What follows belongs to an exercise in optimizing a design on an open flow for small area; a production flow would make more cautious choices. Only simulation tests tie the RTL to the original design; equivalence was not proved.

## config.mk

```make
export PLATFORM = sky130hd
export DESIGN_NAME = pulse_arrays
export DESIGN_NICKNAME = pulse_arrays
export VERILOG_FILES = /design/flow/design.v
export SDC_FILE = /design/flow/constraint.sdc
export NUM_CORES = 4
export LEC_CHECK = 0
export CAP_MARGIN = 20
export CORE_MARGIN = 2
export CORE_UTILIZATION = 40
export PLACE_DENSITY = 0.6
export SLEW_MARGIN = 20
```

## constraint.sdc

```tcl
create_clock -name core_clock -period 5.0 [get_ports {clk}]
set_input_delay 1.0000 -clock core_clock [delete_from_list [all_inputs] [get_ports {clk}]]
set_output_delay 1.0000 -clock core_clock [all_outputs]
set_load 0.01 [all_outputs]
```

## design.v

```verilog
module  multiply_cell#(
    parameter WIDTH_multiplicand = 16,
    parameter WIDTH_multiplier = 16
)
(
    input   clk,
    input   rst,
    input   valid,
    input   [WIDTH_multiplicand + WIDTH_multiplier-1:0]       multiplicand,
    input   [WIDTH_multiplier-1:0]                          multiplier,
    input   [WIDTH_multiplicand + WIDTH_multiplier-1:0]       product_in,
    output  reg ready,
    output  reg [WIDTH_multiplicand + WIDTH_multiplier-1:0]   multiplicand_shift,
    output  reg [WIDTH_multiplier-1:0]                      multiplier_shift,
    output  reg [WIDTH_multiplicand + WIDTH_multiplier-1:0]   product_out   
);
always @(posedge clk)begin
    if(!rst)begin
        ready <= 0;
        multiplicand_shift  <= {(WIDTH_multiplicand + WIDTH_multiplier){1'd0}};
        multiplier_shift <= {WIDTH_multiplier{1'd0}};
        product_out <=  {(WIDTH_multiplicand + WIDTH_multiplier){1'd0}};
    end
    else if(valid)begin
        ready <= 1;
        multiplicand_shift <= (multiplicand<<1);
        multiplier_shift <= (multiplier>>1);
        if(multiplier[0])begin
            product_out <= product_in  + multiplicand;
        end
        else begin
            product_out <= product_in;
        end
    end
    else begin
        ready <= 0;
        multiplicand_shift  <= {(WIDTH_multiplicand + WIDTH_multiplier){1'd0}};
        multiplier_shift <= {WIDTH_multiplier{1'd0}};
        product_out <=  {(WIDTH_multiplicand + WIDTH_multiplier){1'd0}};
    end
end
endmodule
module FIX_unsigned_pipline_MUL #(
    parameter WIDTH_multiplicand = 16,
    parameter WIDTH_multiplier = 16
)
(
    input   clk,
    input   rst,
    input   valid,
    input   [WIDTH_multiplicand-1:0]       multiplicand,
    input   [WIDTH_multiplier-1:0]         multiplier,
    output  wire ready,
    output  wire [WIDTH_multiplicand + WIDTH_multiplier-1:0] product                      
);
wire     [WIDTH_multiplicand + WIDTH_multiplier-1:0]     multiplicand_shift [WIDTH_multiplier-1:0];
wire     [WIDTH_multiplier-1:0]                          multiplier_shift   [WIDTH_multiplier-1:0];
wire     [WIDTH_multiplier-1:0]                          valid_array;
wire     [WIDTH_multiplicand + WIDTH_multiplier-1:0]     product_array[WIDTH_multiplier-1:0];
assign  ready = valid_array[WIDTH_multiplier-1];
assign  product = product_array[WIDTH_multiplier-1];
    multiply_cell # (
        .WIDTH_multiplicand         (WIDTH_multiplicand),
        .WIDTH_multiplier           (WIDTH_multiplier)
    ) multiply_cell0(
        .clk                        (clk),
        .rst                        (rst),
        .valid                      (valid),
        .multiplicand               ({{WIDTH_multiplier{1'd0}},multiplicand}),
        .multiplier                 (multiplier),
        .product_in                 ({(WIDTH_multiplicand + WIDTH_multiplier){1'd0}}),
        .ready                      (valid_array[0]),
        .multiplicand_shift         (multiplicand_shift[0]),
        .multiplier_shift           (multiplier_shift[0]),
        .product_out                (product_array[0])
    );
generate
    genvar i;
    for(i=1;i<WIDTH_multiplier;i=i+1)begin:multiply_cellx
        multiply_cell # (
            .WIDTH_multiplicand             (WIDTH_multiplicand),
            .WIDTH_multiplier               (WIDTH_multiplier)
        ) multiply_cellx(
            .clk                            (clk),
            .rst                            (rst),
            .valid                          (valid_array[i-1]),
            .multiplicand                   (multiplicand_shift[i-1]),
            .multiplier                     (multiplier_shift[i-1]),
            .product_in                     (product_array[i-1]),
            .ready                          (valid_array[i]),
            .multiplicand_shift             (multiplicand_shift[i]),
            .multiplier_shift               (multiplier_shift[i]),
            .product_out                    (product_array[i])
        );
    end
    endgenerate
endmodule
module shift_register  #(
    parameter   WIDTH_in  = 16,
    parameter   WIDTH_out  = 16,
    parameter   DEEP      =   128 ,
    parameter   PTR_SIZE  =   10
)(
    input   wire   clk,
    input   wire   rst,
    input   wire   shift_en,
    input   wire   [WIDTH_in-1:0]    shift_in,
    output  wire   [WIDTH_out-1:0]    shift_out
);
reg     [WIDTH_in-1:0] SHIFT_BUFF   [0:DEEP-1];  
reg     [PTR_SIZE-1:0]  cnt;       
integer  i;
assign shift_out = (cnt==DEEP)?{{(WIDTH_out-WIDTH_in){1'd0}},SHIFT_BUFF[DEEP-1]}:0;
always@(posedge  clk)begin
    if(!rst)begin
        cnt <= 0; 
    end
    else  begin
        for(i=0;i<DEEP-1;i=i+1)begin
            SHIFT_BUFF[i+1] <= SHIFT_BUFF[i];
        end
        if(cnt==DEEP)begin
            cnt <= cnt;
        end
        else begin
            cnt <= cnt + 1;
        end
        if(shift_en)
            SHIFT_BUFF[0] <= shift_in;
        else
            SHIFT_BUFF[0] <= 0;
    end
end
endmodule
module pulse_arrays_pe  #(
    parameter   WIDTH_left     =   8,
    parameter   WIDTH_up       =   8,
    parameter   WIDTH_out      =   8
)(
    input   wire    clk,
    input   wire    rst,
    input   wire    [1:0]mode,            
    input   wire    [WIDTH_out-1:0]  left,
    input   wire    [WIDTH_up-1:0]  up,
    output  reg     [WIDTH_out-1:0]  right,
    output  reg     [WIDTH_up-1:0]  down,
    output  reg     [WIDTH_out-1:0]  out_data
);
wire    [WIDTH_out-1:0]  temp_data;
always@(posedge  clk)begin
    if(!rst)begin
        right   <=  0;
        down   <=  0;
        out_data <=  0;
    end
    else begin
        if(mode==0)begin
            right<= left; 
            down     <=  up;
            out_data <=  temp_data+out_data;
        end
        else if(mode==2)begin                  
            right    <=  out_data;
            out_data <=  0;
        end
        else
            right    <=  left;
    end
end
    FIX_unsigned_pipline_MUL  #(.WIDTH_multiplicand(WIDTH_left), .WIDTH_multiplier(WIDTH_up))
    uut
    (
        .clk               (clk),
        .rst               (rst),
        .valid             (1'd1),
        .multiplicand      (left[WIDTH_left-1:0]),
        .multiplier        (up),
        .ready             (),
        .product           (temp_data)
    );
endmodule
module pulse_arrays  #(
    parameter   WIDTH_left     =   8,
    parameter   WIDTH_up       =   8,
    parameter   WIDTH_out      =   16,
    parameter   Mritx_M   =   4, 
    parameter   Mritx_N   =   4,
    parameter   Mritx_L   =   4, 
    parameter   Mritx_LOG2_size  =   10  
)(
    input   clk,
    input   rst,
    input   wire    valid_left,
    input   wire    valid_up,
    input   wire  [Mritx_M*WIDTH_left-1:0]   left,
    input   wire  [Mritx_L*WIDTH_up-1:0]     up,
    output  reg     ready,                           
    output  wire  [WIDTH_out*Mritx_M-1:0]    product 
);
    localparam  idl      = 4'd0;
    localparam  state_in = 4'd1;
    localparam  state_out= 4'd2;
    reg [3:0] state;
    wire    [WIDTH_out-1:0]          left_temp [Mritx_M*Mritx_L-1:0];    
    wire    [WIDTH_up-1:0]           up_temp   [Mritx_M*Mritx_L-1:0];    
    reg     star,export_f,finish; 
    reg     [Mritx_LOG2_size-1:0]      cnt_flow1;
    reg     [Mritx_LOG2_size-1:0]      cnt_flow2;
    reg     [2*Mritx_L-1:0]      mode_control;
    wire    [WIDTH_out-1:0] out_data[Mritx_M*Mritx_L-1:0];  
assign left_temp[0] = valid_left?{{(WIDTH_out-WIDTH_left){1'd0}},left[WIDTH_left-1:0]}:0;
assign up_temp[0]   = valid_up?up[WIDTH_up-1:0]:0;
always @(posedge clk ) begin
    if(!rst)begin
        state <= idl;
        star  <= 0;
        export_f<= 0;
        ready <= 0;
        finish<= 0;
        cnt_flow1 <= 0;
        cnt_flow2 <= 0;
        mode_control   <= 0;
    end
    else begin
        case (state)
        idl :begin
            ready     <= 1;
            star      <= 0;
            export_f  <= 0;
            finish    <= 0;
            cnt_flow1 <= 0;
            cnt_flow2 <= 0;
            mode_control <= 0;
            if(valid_left&valid_up)
                state <= state_in;
            else
                state <= idl;
        end 
        state_in :begin
            ready     <= 0;
            star      <= 1;
            export_f  <= 0;
            finish    <= 0;
            cnt_flow1 <= cnt_flow1 + 1;
            cnt_flow2 <= 0;
            if(cnt_flow1==Mritx_M+Mritx_N+Mritx_L-2+WIDTH_up-1)begin
                state <= state_out;
                mode_control <= {Mritx_L{2'd2}};
            end
            else
                state <= state_in;
        end 
        state_out:begin
            ready     <= 0;
            star      <= 0;
            cnt_flow1 <= 0;
            cnt_flow2 <= cnt_flow2 + 1;
            if(cnt_flow2==0)
                mode_control <= {Mritx_L{2'd1}}<<2;
            else
                mode_control <= mode_control<<2;
            if(cnt_flow2==Mritx_L) begin
                state <= idl;
                finish<= 1;
                export_f<= 0;
            end
            else begin
                state <= state_out;
                finish<= 0;
                export_f<= 1;
            end
        end 
        default: begin
            ready     <= 0;
            star      <= 0;
            export_f  <= 0;
            finish    <= 0;
            cnt_flow1 <= 0;
            cnt_flow2 <= 0;
            mode_control <= 0;
            state <= idl;
        end
        endcase
    end
end
generate 
    genvar  i,j;
    for(i=0;i<=Mritx_M-1;i=i+1)begin
        for(j=0;j<=Mritx_L-1;j=j+1)begin:pulse_arrays_pex
            if(i==0&&j==0)begin
                pulse_arrays_pe #(
                    .WIDTH_left (WIDTH_left),
                    .WIDTH_up   (WIDTH_up),
                    .WIDTH_out  (WIDTH_out)
                )pulse_arrays_pex(
                    .clk        (clk),
                    .rst        (rst),
                    .mode       (mode_control[(j+1)*2-1:j*2]),
                    .left       (left_temp[0]),
                    .up         (up_temp[0]),
                    .right      (left_temp[i*Mritx_L+j+1]),
                    .down       (up_temp[(i+1)*Mritx_L+j]),
                    .out_data   (out_data[i*Mritx_L+j])
                );
            end
            else if(i==Mritx_M-1&&j==Mritx_L-1)begin
                pulse_arrays_pe #(
                    .WIDTH_left (WIDTH_left),
                    .WIDTH_up   (WIDTH_up),
                    .WIDTH_out  (WIDTH_out)
                )pulse_arrays_pex(
                    .clk        (clk),
                    .rst        (rst),
                    .mode       (mode_control[(j+1)*2-1:j*2]),
                    .left       (left_temp[i*Mritx_L+j]),
                    .up         (up_temp[i*Mritx_L+j]),
                    .right      (product[WIDTH_out*(i+1)-1:WIDTH_out*i]),
                    .down       (),
                    .out_data   (out_data[i*Mritx_L+j])
                );
            end
            else if(i==Mritx_M-1)begin
                pulse_arrays_pe #(
                    .WIDTH_left (WIDTH_left),
                    .WIDTH_up   (WIDTH_up),
                    .WIDTH_out  (WIDTH_out)
                )pulse_arrays_pex(
                    .clk        (clk),
                    .rst        (rst),
                    .mode       (mode_control[(j+1)*2-1:j*2]),
                    .left       (left_temp[i*Mritx_L+j]),
                    .up         (up_temp[i*Mritx_L+j]),
                    .right      (left_temp[i*Mritx_L+j+1]),
                    .down       (),
                    .out_data   (out_data[i*Mritx_L+j])
                );
            end
            else if(j==Mritx_L-1)begin
                pulse_arrays_pe #(
                    .WIDTH_left (WIDTH_left),
                    .WIDTH_up   (WIDTH_up),
                    .WIDTH_out  (WIDTH_out)
                )pulse_arrays_pex(
                    .clk        (clk),
                    .rst        (rst),
                    .mode       (mode_control[(j+1)*2-1:j*2]),
                    .left       (left_temp[i*Mritx_L+j]),
                    .up         (up_temp[i*Mritx_L+j]),
                    .right      (product[WIDTH_out*(i+1)-1:WIDTH_out*i]),
                    .down       (up_temp[(i+1)*Mritx_L+j]),
                    .out_data   (out_data[i*Mritx_L+j])
                );
            end
            else begin
                pulse_arrays_pe #(
                    .WIDTH_left (WIDTH_left),
                    .WIDTH_up   (WIDTH_up),
                    .WIDTH_out  (WIDTH_out)
                )pulse_arrays_pex(
                    .clk        (clk),
                    .rst        (rst),
                    .mode       (mode_control[(j+1)*2-1:j*2]),
                    .left       (left_temp[i*Mritx_L+j]),
                    .up         (up_temp[i*Mritx_L+j]),
                    .right      (left_temp[i*Mritx_L+j+1]),
                    .down       (up_temp[(i+1)*Mritx_L+j]),
                    .out_data   (out_data[i*Mritx_L+j])
                );
            end
        end
    end
endgenerate
generate
    genvar m,n;
        for(m=1;m<Mritx_M;m=m+1)begin:shift_register_left
            shift_register #(
                .WIDTH_in(WIDTH_left),
                .WIDTH_out(WIDTH_out),
                .DEEP(m),
                .PTR_SIZE(Mritx_LOG2_size)
            )shift_register_left(
                .clk(clk),
                .rst(rst),
                .shift_en(valid_left),
                .shift_in(left[(m+1)*WIDTH_left-1:(m)*WIDTH_left]),
                .shift_out(left_temp[m*Mritx_L])
            );
        end
        for(n=1;n<Mritx_L;n=n+1)begin:shift_register_up
            shift_register #(
                .WIDTH_in(WIDTH_up),
                .WIDTH_out(WIDTH_up),
                .DEEP(n),
                .PTR_SIZE(Mritx_LOG2_size)
            )shift_register_up(
                .clk(clk),
                .rst(rst),
                .shift_en(valid_up),
                .shift_in(up[(n+1)*WIDTH_up-1:n*WIDTH_up]),
                .shift_out(up_temp[n])
            );
        end
endgenerate
endmodule
```

## run.sh

```bash
#!/bin/bash
# synth_recipe.tcl (not shown) runs the flow's synth.tcl, then flattens the netlist and writes it again
# the make line also repeats each setting of config.mk as NAME=value (left out here)
make -C /OpenROAD-flow-scripts/flow DESIGN_CONFIG=/design/flow/config.mk WORK_HOME=/design/flow/orfs CLKGATE_MAP_FILE= SYNTH_SCRIPT=/design/flow/synth_recipe.tcl finish
```

==> results of run 1 <==
==> cell type report <==
cell class	instances	area (sq um)	area share, %
tap	5038	6300	3.66
clock buffer	545	11100	6.48
timing repair buffer	230	2400	1.40
clock inverter	165	2060	1.20
multi-input combinational	10100	72900	42.4
inverter	416	1560	0.907
antenna	21	52.6	0.0305
sequential	3729	75600	44.0
==> worst reg2reg max path, stage by stage (launching register included) <==
cell and delay [ns]:
dfxtp_1 0.33, ha_1 0.36, a2111oi_0 0.52, o211ai_1 0.30, a31oi_1 0.23, o21ai_0 0.15, o21bai_1 0.21, mux2i_1 0.50
a31oi_1 0.15, o21ai_0 0.18
==> cell usage in the layout, fill, tap and decap left out, types with 68 or more instances in the layout <==
| cell | netlist | final |
|---|---|---|
| xnor2_1 | 581 | 581 |
| clkdlybuf4s50_1 | 0 | 129 |
| nand2_1 | 906 | 899 |
| nor2b_1 | 125 | 121 |
| clkbuf_1 | 714 | 81 |
| a21o_1 | 325 | 325 |
| edfxtp_1 | 96 | 96 |
| ha_1 | 1139 | 1139 |
| and2_1 | 362 | 362 |
| clkbuf_8 | 0 | 68 |
| o21ai_0 | 323 | 323 |
| a21oi_1 | 814 | 814 |
| and3_1 | 1787 | 1787 |
| a21boi_0 | 250 | 250 |
| clkinv_2 | 0 | 79 |
| a211oi_1 | 120 | 120 |
| o21bai_1 | 356 | 356 |
| nor2_1 | 1207 | 1204 |
| inv_1 | 411 | 410 |
| nand3_1 | 98 | 98 |
| mux2i_1 | 786 | 786 |
| fa_1 | 128 | 128 |
| dfxtp_1 | 3633 | 3622 |
| buf_4 | 0 | 71 |
| clkbuf_16 | 0 | 396 |
| xor2_1 | 312 | 312 |
==> stage by stage <==
step	setup slack (ns)	hold slack [ns]	area (sq um)	cells
2_1_floorplan	2.52	0.400	153000	15100
3_3_place_gp	1.64	0.401	159000	19600
3_5_place_dp	1.65	0.405	159000	19600
4_1_cts	1.91	0.411	172000	20300
5_1_grt	1.73	0.415	172000	20300
6_report	1.96	0.416	172000	20300
==> how the worst min path moves through the flow <==
stage | startpoint | slack, ns | endpoint
floorplan | flip-flop | 0.40 | flip-flop
global placement | flip-flop | 0.40 | flip-flop
detailed placement | flip-flop | 0.40 | flip-flop
CTS | flip-flop | 0.41 | flip-flop
global route | flip-flop | 0.42 | flip-flop
finish | flip-flop | 0.42 | flip-flop
==> per-layer routing <==
layer | part of all wire [%] | vias to the layer above | GRT usage (%)
li1 | - | 51700 | -
met1 | 48 | 48800 | 27.3
met2 | 46 | 1777 | 32.4
met3 | 4.3 | 530 | 2.03
met4 | 2.6 | 6 | 5.30
met5 | 0.012 | - | 0
==> logic make-up after synthesis <==
group	share of synthesized area, %
mux	5.30
fa+ha+maj	11.0
simple gates	15.5
xor+xnor	5.11
flops	49.4
compound gates	10.6
buf+inv	2.99
==> reports/qor.txt, run 1 <==
Final ANT Viol Nets = 0
Vias = 103000
Worst slew margin = 26.2%
initial antenna violation count = 43
most common cell in the synthesized netlist = dfxtp_1
sequential area share after synthesis = 49.4%
arrival time at the worst endpoint = 2.04 ns
max-slew violations = 0
Core Area = 381000 sq um
Final Skew = 0.0479 ns
cell taking the most area after synthesis = dfxtp_1
synth cell count leaders = dfxtp_1 (3633), and3_1 (1787), nor2_1 (1207)
Fill cells = 35700
Max Cap Viol = 0
Initial Utilization = 40.1%
synth top area cells = dfxtp_1 (48%), ha_1 (9.3%), and3_1 (7.3%), mux2i_1 (5.1%), xnor2_1 (3.3%)
die height = 622 um
PostCTS Resize Cnt = 0
global-route wire length before repair = 599 mm
die area = 387000 sq um
Port Buf Inserts = 132
Critical Path RT = 4.00 ns
warnings from Yosys = 16
Crit Path Class = reg2out
die width = 622 um
Fin. Hold Viols = 0
post-synthesis register bit count = 3729
Via-to-Cell Ratio = 5.07
final setup vio count = 0
Post-CTS Setup Inserts = 0
area delta synth->final = 12.5%
CP Capture Type = primary output
CP max FO = 1
clock-pin slew on the worst setup and hold paths = 0.06 ns
Setup crit end = product[3]
H-Tree Level Count = 5
CTS root buffer = clkbuf_16
syn nets = 16400
Post-synth top flop = dfxtp_1
Reg2Reg Setup Slack = 1.99 ns
Worst Hold Path Cells = 0
clock buffer depth = 4
Sink Count = 3729
total track usage = 19.6%
Final period util = 60.8%
Yosys cell types = 76
Syn Area/Cell = 10.1 sq um
largest net degree at the start of global routing = 270
post-layout util = 45.1%
worst path bufs/invs = 1
vias in the first global route = 102000
Hold Buf Count CTS = 0
CP startpoint kind = flip-flop
post-route setup TNS = 0 ns
crit path time final = 3.04 ns
GRT Residual Overflow = 0
dpl hpwl = 275 mm
measured slew at the worst slew-check pin = 1.11 ns
Mapped Area = 153000 sq um
DR pass1 iterations = 6
CTS Buf Count = 387
DR iter-0 viols = 6377
slowest CP cell = clkdlybuf4s50_1
delay-heaviest family, CP = buffers and inverters
CTS tree = built
top-area cell type share of the netlist area = 47.5%
Critical Path Stages = 1
IO Pins = 133
asr flop ratio synth = 0%
cells after synthesis = 15100
Avg WL per Cell = 19.2 um
worst-skew pair later-pin latency = 0.94 ns
Final nets = 16200
fmax = 329 MHz
worst min path class = reg2reg
RSZ-0062 raised after global routing = no
Site Rows = 227
number of remaining DRC errors = 0
Final Wtd Congestion = 0.871
reg2reg path depth = 9
status = complete, no violations
Post-synth EDFFs = 96
Routed WL = 389 mm
crit path cell chain = clkdlybuf4s50_1
proportion of layout cells with a drive suffix above 1 = 5.33%
slowest stage delay, CP = 0.67 ns
==> run 2: changes to the inputs <==
==> design.v (replaced) <==
module pulse_arrays_pe (
    input  wire        clk,
    input  wire        load,
    input  wire [7:0]  a_in,
    input  wire [7:0]  b,
    input  wire        first,
    input  wire        last,
    output wire [15:0] out_data
);
reg  [7:0]  a0, a1, a2, a3;
reg  [15:0] acc;
reg  [15:0] r0, r1, r2;
wire [15:0] sum = (first ? 16'd0 : acc) + a2 * b;
always @(posedge clk) begin
    a0  <= load ? a_in : a3;
    a1  <= a0;
    a2  <= a1;
    a3  <= a2;
    acc <= sum;
    r0  <= last ? sum : r2;
    r1  <= r0;
    r2  <= r1;
end
assign out_data = r0;
endmodule
module pulse_arrays #(
    parameter   WIDTH_left     =   8,
    parameter   WIDTH_up       =   8,
    parameter   WIDTH_out      =   16,
    parameter   Mritx_M   =   4,
    parameter   Mritx_N   =   4,
    parameter   Mritx_L   =   4,
    parameter   Mritx_LOG2_size  =   10
)(
    input   clk,
    input   rst,
    input   wire    valid_left,
    input   wire    valid_up,
    input   wire  [31:0]   left,
    input   wire  [31:0]   up,
    output  reg     ready,
    output  wire  [63:0]   product
);
reg  [4:0] cnt;      
always @(posedge clk) begin
    if (!rst) begin
        cnt   <= 5'd0;
        ready <= 1'b0;
    end else if (cnt == 5'd0) begin
        ready <= 1'b1;
        if (valid_left & valid_up)
            cnt <= 5'd1;
    end else begin
        ready <= (cnt == 5'd24);
        cnt   <= (cnt == 5'd24) ? 5'd0 : cnt + 5'd1;
    end
end
wire first = (cnt[1:0] == 2'd3);    
wire last  = (cnt[1:0] == 2'd2);    
reg  [7:0] b [0:15];
integer n;
always @(posedge clk) begin
    for (n = 1; n < 16; n = n + 1)
        if (n % 4 != 0) b[n] <= b[n-1];
    b[0]  <= valid_up ? up[7:0]   : b[15];
    b[4]  <= valid_up ? up[15:8]  : b[3];
    b[8]  <= valid_up ? up[23:16] : b[7];
    b[12] <= valid_up ? up[31:24] : b[11];
end
wire [7:0] b_tap = b[2];
genvar i;
generate
    for (i = 0; i < 4; i = i + 1) begin : row
        pulse_arrays_pe pe (
            .clk     (clk),
            .load    (valid_left),
            .a_in    (left[8*i +: 8]),
            .b       (b_tap),
            .first   (first),
            .last    (last),
            .out_data(product[16*i +: 16])
        );
    end
endgenerate
endmodule
==> reports/qor.txt, run 2 <==
status = complete, no violations (unchanged)
Hold Buf Count CTS = 0 (unchanged)
post-synthesis simple-gate area fraction = 9.91% (was 15.5%)
global-route wire length before repair = 73.7 mm (was 599 mm)
reg2reg path depth = 17 (was 9)
max-slew violations = 0 (unchanged)
CTS Buf Count = 51 (was 387)
sequential area share after synthesis = 45.8% (was 49.4%)
commonest non-fill, non-tap cell in the layout = dfxtp_1 (unchanged)
post-route setup TNS = 0 ns (unchanged)
main combinational cell family by area after synthesis = adder cells (was simple AND/OR/NAND/NOR gates)
post-synthesis adder-cell area fraction = 25.6% (was 11.0%)
Final nets = 2554 (was 16200)
syn nets = 2401 (was 16400)
Reg area = 10400 sq um (was 75600 sq um)
Hold EP = b[1][1]
DR pass1 iterations = 4 (was 6)
RSZ-0062 raised after global routing = no (unchanged)
fin worst setup slack = 0.229 ns (was 1.96 ns)
Syn Area/Cell = 11.4 sq um (was 10.1 sq um)
Crit Path Class = reg2reg (was reg2out)
CP Capture Type = flip-flop (was primary output)
warnings from Yosys = 3 (was 16)
arrival time at the worst endpoint = 5.24 ns (was 2.04 ns)
vias in the first global route = 14600 (was 102000)
CP max FO = 19 (was 1)
CTS tree = built (unchanged)
Post-CTS Setup Inserts = 0 (unchanged)
post-synthesis register bit count = 518 (was 3729)
Reg2Reg Launch Point = cnt[1]
dpl hpwl = 31.0 mm (was 275 mm)
synth top area cells = dfxtp_1 (46%), fa_1 (18%), ha_1 (7.9%), mux2_2 (6.1%), inv_1 (5.9%) (was dfxtp_1 (48%), ha_1 (9.3%), and3_1 (7.3%), mux2i_1 (5.1%), xnor2_1 (3.3%))
Sink Count = 518 (was 3729)
Max Cap Viol = 0 (unchanged)
multi-input logic area = 10800 sq um (was 72900 sq um)
Avg WL per Cell = 14.8 um (was 19.2 um)
Fill cells = 5154 (was 35700)
measured slew at the worst slew-check pin = 1.01 ns (was 1.11 ns)
area delta synth->final = 18.9% (was 12.5%)
Post-Synth XOR/XNOR Area = 1.93% (was 5.11%)
largest net degree at the start of global routing = 41 (was 270)
clock-pin slew on the worst setup and hold paths = 0.06 ns (about the same)
synth cell count leaders = dfxtp_1 (518), inv_1 (354), fa_1 (200) (was dfxtp_1 (3633), and3_1 (1787), nor2_1 (1207))
DP Area = 25000 sq um (was 159000 sq um)
asr flop ratio synth = 0% (unchanged)
worst r2r dst = row[2].pe.r0[15]
fmax = 210 MHz (was 329 MHz)
most flop-heavy register = b
Initial Utilization = 40.3% (was 40.1%)
die area = 58600 sq um (was 387000 sq um)
Core Area = 56200 sq um (was 381000 sq um)
Fin. Hold Viols = 0 (unchanged)
Final ANT Viol Nets = 0 (unchanged)
max reg flops = 128
PostCTS Resize Cnt = 0 (unchanged)
H-Tree Level Count = 2 (was 5)
Reg2Reg Setup Slack = 0.23 ns (was 1.99 ns)
initial antenna violation count = 5 (was 43)
complex-gate fraction of the synthesized area = 3.95% (was 10.6%)
cell taking the most area after synthesis = dfxtp_1 (unchanged)
Final Wtd Congestion = 0.839 (was 0.871)
Site Rows = 87 (was 227)
cells after synthesis = 1990 (was 15100)
total track usage = 15.4% (was 19.6%)
clock buffer depth = 3 (was 4)
top-area cell type share of the netlist area = 45.8% (was 47.5%)
Routed WL = 43.4 mm (was 389 mm)
Post-synth top flop = dfxtp_1 (unchanged)
number of remaining DRC errors = 0 (unchanged)
GRT Residual Overflow = 0 (unchanged)
DP Worst Slack = 0.0101 ns (was 1.65 ns)
mux contribution to synthesized area = 6.17% (was 5.30%)
Yosys cell types = 60 (was 76)
CP startpoint kind = flip-flop (unchanged)
Final Skew = 0.0269 ns (was 0.0479 ns)
die height = 242 um (was 622 um)
CTS root buffer = clkbuf_16 (unchanged)
Worst slew margin = 32.6% (was 26.2%)
DR iter-0 viols = 474 (was 6377)
Post-synth EDFFs = 0 (was 96)
final setup vio count = 0 (unchanged)
worst min path class = reg2reg (unchanged)
most common cell in the synthesized netlist = dfxtp_1 (unchanged)
Mapped Area = 22700 sq um (was 153000 sq um)
Vias = 13400 (was 103000)
post-route cell area = 26900 sq um (was 172000 sq um)
Via-to-Cell Ratio = 4.56 (was 5.07)
Final period util = 95.4% (was 60.8%)
commonest non-fill, non-tap cells in the layout = dfxtp_1 (513), inv_1 (354), fa_1 (200) (was dfxtp_1 (3622), and3_1 (1787), nor2_1 (1204))
Port Buf Inserts = 132 (unchanged)
proportion of layout cells with a drive suffix above 1 = 11.8% (was 5.33%)
worst-skew pair later-pin latency = 0.60 ns (was 0.94 ns)
hold_sp = b[0][1]
crit path time final = 4.77 ns (was 3.04 ns)
die width = 242 um (was 622 um)
Worst Hold Path Cells = 0 (unchanged)
Critical Path RT = 5.47 ns (was 4.00 ns)
IO Pins = 133 (unchanged)
-- run 2: changes by cell type in the layout (fill, tap and decap cells not counted), moves of 353 or more --
| cell | previous run | this run |
|---|---|---|
| dfxtp_1 | 3622 | 513 |
| and3_1 | 1787 | 2 |
| ha_1 | 1139 | 141 |
| mux2i_1 | 786 | 1 |
| nor2_1 | 1204 | 31 |
| xnor2_1 | 581 | 39 |
| o21bai_1 | 356 | 3 |
| nand2_1 | 899 | 121 |
| a21oi_1 | 814 | 37 |
-- run 2: cell families (layout without fill, tap and decap cells) --
| kind of cell | count (synthesis) | in the layout |
|---|---|---|
| compound gates | 133 | 133 |
| fa+ha+maj | 343 | 343 |
| flops | 518 | 518 |
| mux | 124 | 124 |
| buf+inv | 405 | 596 |
| xor+xnor | 49 | 49 |
| other cells | 0 | 2 |
| simple gates | 418 | 418 |
-- run 2: critical path: stages, from the launching register on --
cell and delay [ns]:
dfxtp_2 0.35, ha_4 0.20, buf_12 0.16, nand2b_1 0.18, fa_1 0.54, inv_1 0.06
fa_1 0.51, inv_1 0.06, fa_1 0.49, fa_1 0.49, inv_1 0.05, ha_1 0.32
o21a_1 0.20, o31a_1 0.15, o31ai_2 0.27, a41oi_2 0.16, xnor2_1 0.18, mux2_2 0.27
-- run 2: layout make-up --
class                           instances  share of cell area [%]
Antenna cell                            2                  0.0186
Clock buffer                           63                    5.17
Clock inverter                         28                    1.77
Inverter                              354                    4.93
Multi-Input combinational cell       1067                    40.2
Sequential cell                       518                    38.5
Tap cell                              756                    3.51
Timing Repair Buffer                  151                    5.82
-- run 2: how the worst max path moves through the flow --
stage                       start                to  slack (ns)  depth (start not counted)
after global routing       cnt[0]  row[2].pe.r0[14]        0.02                         17
after detailed placement  b[2][2]  row[0].pe.r0[15]        0.01                         16
after global placement    b[2][2]  row[0].pe.r0[15]        0.05                         16
final                      cnt[1]  row[2].pe.r0[15]        0.23                         17
after CTS                 b[2][2]  row[0].pe.r0[15]       0.009                         16
after floorplan            cnt[0]  row[1].pe.r0[14]        0.26                         18
-- run 2: routing by layer --
metal / up-vias / part of all wire (%) / global-route usage [%]
met4: 6 / 2.2 / 4.45
met2: 209 / 46 / 25.4
met5: - / 0.083 / 0
li1: 6449 / - / -
met3: 65 / 6.1 / 4.40
met1: 6674 / 46 / 19.7
-- run 2: through the flow --
| stage | instances | utilization, % | hold slack [ns] |
|---|---|---|---|
| 3_5_place_dp | 2845 | 44.5 | 0.312 |
| 2_1_floorplan | 1990 | - | 0.310 |
| 6_report | 2939 | 48.0 | 0.319 |
| 3_3_place_gp | 2845 | 44.5 | 0.310 |
| 4_1_cts | 2936 | 47.8 | 0.323 |
| 5_1_grt | 2938 | 48.0 | 0.324 |

[static timing again, ports no longer ideal]
The results above use ideal ports. As a check the final layouts listed here were re-extracted and re-timed, cells and wires unchanged.
Step 1, drivers: a clkbuf_16 drives clk and a buf_2 each remaining input, both assumed.
Step 2 moves the port delays by t, midway between the first and last clock arrival at a register: inputs arrive t later, outputs are due t later. That takes back most of the time a late clock gives input paths.
Slacks: ideal ports / drivers / drivers and shift; pairs: ideal ports / drivers.
| run | t (ns) | setup WS [ns] | hold WS [ns] | worst setup path at the end |
|---|---|---|---|---|
| run 1 | 1.029 | 1.960 / 1.847 / 1.597 | 0.416 / 0.416 / 0.416 | input to register |
| run 2 | 0.642 | 0.229 / 0.229 / 0.229 | 0.319 / 0.319 / 0.319 | register to register |
After both steps every run listed still meets setup and hold. The setup slack of run 1, which loses most, moves by -0.113 ns with the drivers and by -0.363 ns with both steps.
